This is an optimization exercise on Yosys and OpenROAD, whose aim is small area and a short achievable clock period, not a production implementation.
The RTL was checked by simulation tests, not by an equivalence proof against the original design.
Power figures rest on the tool's default switching activity, not on a simulated workload.

## job 101
## FIR
module FIR #
(
    parameter inbit = 11,
    parameter outbit = 23,
    parameter n=32
)
(
    input rst,
    input clk,
    input wire signed [inbit-1:0] infix,
    output reg signed [outbit-1:0] outfix
);
  wire [10:0] wi = infix ^ 11'h400;
  wire rstn = ~rst;
  reg  [10:0] X;      
  reg  [11:0] U0;   
  reg  [11:0] U1;   
  reg  [11:0] U2;   
  reg  [11:0] U3;   
  reg  [11:0] U4;   
  reg  [11:0] U5;   
  reg  [11:0] U6;   
  reg  [11:0] U7;   
  reg  [11:0] U8;   
  reg  [11:0] U9;   
  reg  [11:0] U10;   
  reg  [11:0] U11;   
  reg  [11:0] U12;   
  reg  [11:0] U13;   
  reg  [11:0] U14;   
  reg  [11:0] U15;   
  reg  [11:0] U16;   
  reg  [11:0] U17;   
  reg  A0_0_0;
  reg  A0_0_1;
  reg  A0_1_0;
  reg  A0_1_1;
  reg  A0_2_0;
  reg  A0_2_1;
  reg  A0_3_0;
  reg  A0_4_0;
  reg  A0_4_1;
  reg  A0_5_0;
  reg  A0_5_1;
  reg  A0_6_0;
  reg  A0_6_1;
  reg  A0_7_0;
  reg  A0_7_1;
  reg  A0_8_0;
  reg  A0_8_1;
  reg  A0_9_0;
  reg  A0_9_1;
  reg  A0_10_0;
  reg  A0_10_1;
  reg  A0_11_0;
  reg  A0_11_1;
  reg  A0_12_0;
  reg  A0_12_1;
  reg  A0_13_0;
  reg  A0_13_1;
  reg  A0_14_0;
  reg  A0_14_1;
  reg  A0_15_0;
  reg  A0_15_1;
  reg  A0_16_0;
  reg  A0_16_1;
  reg  A0_17_0;
  reg  A0_17_1;
  reg  A0_18_0;
  reg  A0_18_1;
  reg  A0_19_0;
  reg  A0_19_1;
  reg  A1_0_0;
  reg  A1_1_0;
  reg  A1_1_1;
  reg  A1_2_0;
  reg  A1_3_0;
  reg  A1_3_1;
  reg  A1_4_0;
  reg  A1_4_1;
  reg  A1_5_0;
  reg  A1_5_1;
  reg  A1_6_0;
  reg  A1_6_1;
  reg  A1_7_0;
  reg  A1_7_1;
  reg  A1_8_0;
  reg  A1_8_1;
  reg  A1_9_0;
  reg  A1_9_1;
  reg  A1_10_0;
  reg  A1_10_1;
  reg  A1_11_0;
  reg  A1_11_1;
  ...
clock: 4.2 ns
lec_check: 0
cap_margin: 20
core_margin: 2
core_utilization: 40
setup_slack_margin: 2.1
slew_margin: 20
synth_hierarchical: 1
run.sh (not shown) runs the stock make flow with config.mk's settings and CLKGATE_MAP_FILE= SYNTH_SCRIPT=/design/flow/synth_recipe.tcl, a recipe that flattens the netlist after the stock synthesis.
The final layout from job 101, which completed every stage, passed the timing, design-rule and antenna checks at the end of the flow.
Input changes introduced in job 102 (baseline for comparison: job 101):
Settings: CTS_BUF_LIST now sky130_fd_sc_hd__clkbuf_16, previously not set; CORE_UTILIZATION now 60, was 40; PLACE_DENSITY now 0.75, previously not set; CTS_CLUSTER_SIZE now 25, previously not set; CTS_CLUSTER_DIAMETER now 100, previously not set.
[summary]
Status | job 102 and job 101 | clean. Final instance area was higher in the run labelled job 101. Diff job 101 -> job 102: last weighted congestion value of the routability-driven placer rose by 0.074; placed cell area fell by 1.4%; maximum resistive drop on vdd rose by 3.0%. [diff] area of the die, job 102 relative to job 101: improvement.
What job 103 does differently from job 102 at the input level:
Settings: a deleted CTS_BUF_LIST that had been sky130_fd_sc_hd__clkbuf_16; a deleted CTS_CLUSTER_SIZE that had been 25; a deleted CTS_CLUSTER_DIAMETER that had been 100.
Notes after the runs:
- No run among job 103 and job 102 stopped early or left any final violation; all are clean.
- Non-clock buffer count (job 103 / job 102): 0.946
- Against job 102, number of non-filler instances in the completed layout in job 103 rose by a few percent.
- When job 103 is set beside job 102, its utilization turns out to be 2.6 points larger.
- Delta (job 103 minus job 102): total wire length after detailed routing now sits higher, clock network fraction of design power saw an increase, delay contributed by the slowest stage of the critical path comparable, count of H-tree levels built during CTS +1.
- Re net switching power figure: job 102 was lower than job 103.
- Looking at layout overhead on the synthesized area, job 103 sits 4.2 points higher than job 102 does.
- Job 103 ends up with lower post-route fraction of the period consumed by the critical path than job 102 does.

Another version of the RTL of FIR (not shown whole).
For scale: about 2,300 cells after synthesis, roughly 710 flip-flops, roughly 30,000 um^2 of cells after synthesis.
// FIR
module FIR #
(
    parameter inbit = 11,
    parameter outbit = 23,
    parameter n=32
)
(
    input rst,
    input clk,
    input wire signed [inbit-1:0] infix,
    output reg signed [outbit-1:0] outfix
);
export LEC_CHECK = 0
export CAP_MARGIN = 20
export CORE_MARGIN = 2
export CORE_UTILIZATION = 40
export CTS_BUF_LIST = sky130_fd_sc_hd__clkbuf_16
export CTS_CLUSTER_DIAMETER = 100
export CTS_CLUSTER_SIZE = 25
export SETUP_SLACK_MARGIN = 2.05
export SLEW_MARGIN = 20
export SYNTH_HIERARCHICAL = 1
create_clock -name core_clock -period 4.2 [get_ports {clk}]
Rerun with:
--- a/flow/config.mk
+++ b/flow/config.mk
@@ -7,3 +7,3 @@
 export LEC_CHECK = 0
-export CAP_MARGIN = 20
+export CAP_MARGIN = 0
 export CORE_MARGIN = 2
@@ -13,4 +13,4 @@
 export CTS_CLUSTER_SIZE = 25
-export SETUP_SLACK_MARGIN = 2.05
-export SLEW_MARGIN = 20
+export SETUP_SLACK_MARGIN = 2.1
+export SLEW_MARGIN = 0
 export SYNTH_HIERARCHICAL = 1
Result: The new run went through all stages and came out clean; power went up by 1.1%; via count is higher by 2.1%; maximum frequency barely changes; clock power is higher by about 2%; die area is unchanged; global-route usage stays flat; utilization is higher by 0.62 points; sequential cell count is unchanged; hold slack gets worse by 0.0063 ns.
Rerun with:
--- a/flow/config.mk
+++ b/flow/config.mk
@@ -7,3 +7,3 @@
 export LEC_CHECK = 0
-export CAP_MARGIN = 0
+export CAP_MARGIN = 20
 export CORE_MARGIN = 2
@@ -13,4 +13,4 @@
 export CTS_CLUSTER_SIZE = 25
-export SETUP_SLACK_MARGIN = 2.1
-export SLEW_MARGIN = 0
+export SETUP_SLACK_MARGIN = 1.9
+export SLEW_MARGIN = 20
 export SYNTH_HIERARCHICAL = 1
Result:
- power shrinks by about 1%
- clock power fell by about 2%
- die area is unchanged
- cell area goes down by 2.2%
- final cell count came out lower by about 1.7%
Rerun with:
--- a/flow/config.mk
+++ b/flow/config.mk
@@ -13,3 +13,3 @@
 export CTS_CLUSTER_SIZE = 25
-export SETUP_SLACK_MARGIN = 1.9
+export SETUP_SLACK_MARGIN = 2.1
 export SLEW_MARGIN = 20
Worst hold slack degrades by 0.0049 ns.
Count of clock-buffer cells in the layout increases by 3.
Combinational power came out higher by about 3%.
Rerun with:
--- a/flow/config.mk
+++ b/flow/config.mk
@@ -12,4 +12,4 @@
 export CTS_CLUSTER_DIAMETER = 100
-export CTS_CLUSTER_SIZE = 25
-export SETUP_SLACK_MARGIN = 2.1
+export CTS_CLUSTER_SIZE = 28
+export SETUP_SLACK_MARGIN = 2.05
 export SLEW_MARGIN = 20
Final cell count fell by 0.96%.
Wire length fell by about 0.46%.
Synthesized cell count stays the same.
Clock power fell by 8.1%.

==> afterwards: timing with drivers on the ports <==
The flow's constraints put no driver on any port. The routed layouts listed below were extracted and timed again, unchanged, in two steps.
Step 1: set_driving_cell puts a clkbuf_16 on clk and a buf_2 on each other input, an assumption about the parent block.
Step 2 also shifts input and output timing later by t, the mid clock arrival at the registers, as if the neighbouring blocks saw the same clock.
Slacks: ideal / step 1 / step 2; pairs: ideal / step 1.
run	shift t [ns]	setup WS [ns]	worst hold slack (ns)	latest minus earliest clock arrival (ns)
job 101	0.678	2.060 / 2.060 / 1.459	0.364 / 0.364 / 0.364	0.033 / 0.033
job 102	0.629	2.011 / 2.011 / 1.518	0.362 / 0.362 / 0.362	0.032 / 0.032
job 103	0.659	2.076 / 2.076 / 1.492	0.361 / 0.361 / 0.361	0.036 / 0.035
the first run of note 2	0.633	2.095 / 2.083 / 1.561	0.373 / 0.373 / 0.373	0.031 / 0.031
the second run of note 2	0.633	2.091 / 2.090 / 1.560	0.367 / 0.367 / 0.367	0.029 / 0.029
the third run of note 2	0.632	1.965 / 1.965 / 1.403	0.372 / 0.372 / 0.372	0.030 / 0.030
the fourth run of note 2	0.633	2.091 / 2.090 / 1.560	0.367 / 0.367 / 0.367	0.029 / 0.029
the fifth run of note 2	0.667	2.071 / 2.071 / 1.559	0.375 / 0.375 / 0.375	0.029 / 0.029
After both steps every run listed still meets setup and hold. The setup slack of job 101, which loses most, moves by 0.000 ns with the drivers and by -0.601 ns with both steps.
